This design comes from an exercise in tuning for small area on the open sky130 flow, not from production work.
Function was checked by simulation only, so behaviour that the tests miss may differ from the original.
The flow treats the clock pin as an ideal source. Dropping or thinning the clock tree relies on that and would not hold on a real chip.

== run A ==
==> flow/design.v <==
`timescale              1ns/1ps
`default_nettype        none
module EF_PSRAM_CTRL_ahbl (
    input   wire            HCLK,
    input   wire            HRESETn,
    input   wire            HSEL,
    input   wire [31:0]     HADDR,
    input   wire [31:0]     HWDATA,
    input   wire [1:0]      HTRANS,
    input   wire [2:0]      HSIZE,
    input   wire            HWRITE,
    input   wire            HREADY,
    output  wire            HREADYOUT,
    output  wire [31:0]     HRDATA,
    output  wire            sck,
    output  wire            ce_n,
    input   wire [3:0]      din,
    output  wire [3:0]      dout,
    output  wire [3:0]      douten
);
    reg [5:0]   qn;          
    wire [5:0]  q = ~qn;
    reg         wr;          
    reg         sz1;         
    reg         szs;         
    reg [31:0]  sr;          
    wire [4:0]  u       = q[5:1];
    wire        start   = HTRANS[1] & HSEL & HREADY;
    assign HREADYOUT = q[0] & u[4] & (wr ? u[0] : u[3]) &
                       (sz1 | (u[1] & (szs | u[2])));
    always @(posedge HCLK or negedge HRESETn)
        if (!HRESETn)
            qn <= 6'd0;
        else if (HREADYOUT)
            qn <= start ? 6'd60 : 6'd0;
        else
            qn <= qn - 6'd1;
    always @(posedge HCLK)
        if (HREADY) begin
            wr  <= HWRITE;
            sz1 <= (HSIZE == 3'd0);
            szs <= (HSIZE == 3'd0) | (HSIZE == 3'd1);
        end
    wire        shift = q[0] & (u[4] | (u[3] & (u[2] | u[1])));
    wire        in3   = szs & u[4];
    wire        in1   = sz1 & u[4];
    wire [31:0] sr_sh = { din,
                          sr[31:20],
                          in3 ? din : sr[19:16],
                          sr[15:12],
                          in1 ? din : sr[11:8],
                          sr[7:4] };
    wire        ld      = start & HREADYOUT;
    wire        sh_only = shift & ~ld;
    wire        hold    = ~(shift | ld);
    wire [23:0] addr_n  = {HADDR[3:0], HADDR[7:4], HADDR[11:8],
                           HADDR[15:12], HADDR[19:16], HADDR[23:20]};
    always @(posedge HCLK)
        sr[23:0] <= ({24{ld}} & addr_n) | ({24{sh_only}} & sr_sh[23:0]) |
                    ({24{hold}} & sr[23:0]);
    always @(posedge HCLK)
        if (shift)
            sr[31:24] <= sr_sh[31:24];
    genvar i;
    generate
        for (i = 0; i < 4; i = i + 1) begin : g_rd
            assign HRDATA[8*i+7:8*i+4] = sr[8*i+3:8*i];
            assign HRDATA[8*i+3:8*i]   = sr[8*i+7:8*i+4];
        end
    endgenerate
    reg  [3:0]  wnib;
    always @*
        case (u[2:0])
            3'd0:    wnib = HWDATA[7:4];
            3'd1:    wnib = HWDATA[3:0];
            3'd2:    wnib = HWDATA[15:12];
            3'd3:    wnib = HWDATA[11:8];
            3'd4:    wnib = HWDATA[23:20];
            3'd5:    wnib = HWDATA[19:16];
            3'd6:    wnib = HWDATA[31:28];
            default: wnib = HWDATA[27:24];
        endcase
    wire [7:0]  cmd     = wr ? 8'h38 : 8'heb;
    wire [2:0]  cidx    = 3'd1 - u[2:0];
    wire        p_cmd   = ~u[4] & (~u[3] | ~(u[2] | u[1]));
    assign sck      = q[0];
    assign ce_n     = (u[4:1] == 4'd0) | (u == 5'd31);
    assign dout     = p_cmd ? {3'b000, cmd[cidx]} :
                      u[4]  ? wnib :
                      sr[3:0];
    assign douten   = {4{wr | ~u[4]}};
endmodule
export LEC_CHECK = 0
export CAP_MARGIN = 20
export CORE_MARGIN = 2
export CORE_UTILIZATION = 70
export SLEW_MARGIN = 20
export BUFFER_PORTS_ARGS = -buffer_cell sky130_fd_sc_hd__buf_1
export CTS_ARGS = -sink_clustering_enable -repair_clock_nets -dont_use_dummy_load -root_buf sky130_fd_sc_hd__clkbuf_4 -buf_list sky130_fd_sc_hd__clkbuf_4
export POST_CTS_TCL = /design/flow/flow/noroot.tcl
create_clock -name core_clock -period 10.0 [get_ports {HCLK}]
standard.sh (not shown) runs the stock make flow with config.mk's settings and CLKGATE_MAP_FILE= SYNTH_SCRIPT=/design/flow/synth_recipe.tcl, a recipe that flattens the netlist after the stock synthesis.
==> flow/flow/run.sh <==
#!/bin/bash
# The standard layout with these changes to how it is made:
#  - synthesis maps the logic with an area-oriented ABC script (flow/area.abc)
#    in place of ORFS's speed script; everything else in the synthesis is
#    synth_recipe.tcl as given (same flip-flop mapping, flattening, renaming);
#  - the port buffers are sky130_fd_sc_hd__buf_1 (buffer_ports -buffer_cell);
set -euo pipefail
W=$(pwd)
ABC_SCRIPT="$W/flow/area.abc"
sed "s|log_cmd abc {\*}\$abc_args|log_cmd abc {*}[lreplace \$abc_args 1 1 $ABC_SCRIPT]|" \
    "$FLOW_HOME/scripts/synth.tcl" > "$W/synth_area.tcl"
grep -q "$ABC_SCRIPT" "$W/synth_area.tcl"
sed "s|source \$::env(SCRIPTS_DIR)/synth.tcl|source $W/synth_area.tcl|" \
    "$W/synth_recipe.tcl" > "$W/own_synth.tcl"
grep -q "$W/synth_area.tcl" "$W/own_synth.tcl"
cat >> config.mk <<EOT
export BUFFER_PORTS_ARGS = -buffer_cell sky130_fd_sc_hd__buf_1
export CTS_ARGS = -sink_clustering_enable -repair_clock_nets -dont_use_dummy_load -root_buf sky130_fd_sc_hd__clkbuf_4 -buf_list sky130_fd_sc_hd__clkbuf_4
export POST_CTS_TCL = $W/flow/noroot.tcl
EOT
bash standard.sh SYNTH_SCRIPT="$W/own_synth.tcl" finish > make.log 2>&1
==> flow/flow/area.abc <==
strash
dch
amap
topo
==> flow/flow/noroot.tcl <==
set block [ord::get_db_block]
set port_net [[$block findBTerm HCLK] getNet]
set roots {}
foreach it [$port_net getITerms] { lappend roots [$it getInst] }
if {[llength $roots] == 1} {
  set root [lindex $roots 0]
  set out ""
  foreach it [$root getITerms] {
    if {[[$it getMTerm] getIoType] == "OUTPUT"} { set out [$it getNet] }
  }
  set sinks {}
  foreach it [$out getITerms] {
    if {[$it getInst] != $root} { lappend sinks $it }
  }
  set ok [expr {[llength $sinks] <= 4}]
  foreach it $sinks {
    if {![string match "sky130_fd_sc_hd__clkbuf_*" [[[$it getInst] getMaster] getName]]} { set ok 0 }
  }
  if {$ok} {
    foreach it $sinks { $it disconnect; $it connect $port_net }
    puts "noroot: removed [$root getName], [llength $sinks] leaf buffers now on the clock port"
    odb::dbInst_destroy $root
    odb::dbNet_destroy $out
  } else {
    puts "noroot: root buffer kept"
  }
}
The log for run A ends in global placement (3_3_place_gp) with error GPL-0301, so the run never completed.
### run A -> run B
--- a/flow/design.v
+++ b/flow/design.v
@@ -49,19 +49,14 @@
                           in3 ? din : sr[19:16],
                           sr[15:12],
                           in1 ? din : sr[11:8],
                           sr[7:4] };
-    wire        ld      = start & HREADYOUT;
-    wire        sh_only = shift & ~ld;
-    wire        hold    = ~(shift | ld);
-    wire [23:0] addr_n  = {HADDR[3:0], HADDR[7:4], HADDR[11:8],
-                           HADDR[15:12], HADDR[19:16], HADDR[23:20]};
     always @(posedge HCLK)
-        sr[23:0] <= ({24{ld}} & addr_n) | ({24{sh_only}} & sr_sh[23:0]) |
-                    ({24{hold}} & sr[23:0]);
-    always @(posedge HCLK)
-        if (shift)
-            sr[31:24] <= sr_sh[31:24];
+        if (start & HREADYOUT)
+            sr <= {sr_sh[31:24], HADDR[3:0], HADDR[7:4], HADDR[11:8],
+                   HADDR[15:12], HADDR[19:16], HADDR[23:20]};
+        else if (shift)
+            sr <= sr_sh;
     genvar i;
     generate
         for (i = 0; i < 4; i = i + 1) begin : g_rd
             assign HRDATA[8*i+7:8*i+4] = sr[8*i+3:8*i];
### Flow results
Run B: chip height is 1.1 um higher than what run A reported. Taking run A as the reference point, the chip width of run B rises by about 2%. Initial core utilization for run B: 2.7 points down relative to run A. Post-synth net total on run B is down relative to run A. Run B finished every step from synthesis to the final layout, and the layout passed the timing, DRC and antenna checks. Register area share after synthesis sits higher in run B than in run A.

-- port drivers added, routing unchanged --
In the flow no input, the clock included, has a driving cell. The finished layout below was timed again as built, in two steps.
Step 1 sets driving cells, clkbuf_16 on the clock port and buf_2 on the other inputs (assumed; they add their load-dependent delay and slew).
Step 2 times the ports against the registers' clock, not the clock port: input delays grow and output delays shrink by t, the midpoint of the rising clock arrivals with the driver on.
a / b / c = ideal / step 1 / step 2; a / b = the first two.
run: run B
shift t [ns]: 0.207
setup slack, ns: 4.971 / 4.950 / 4.950
hold slack, ns: 0.459 / 0.459 / 0.459
worst setup path after step 2: input to output
After both steps setup and hold are still met in run B. The setup slack of run B moves by -0.021 ns with the drivers and by -0.021 ns with both steps.
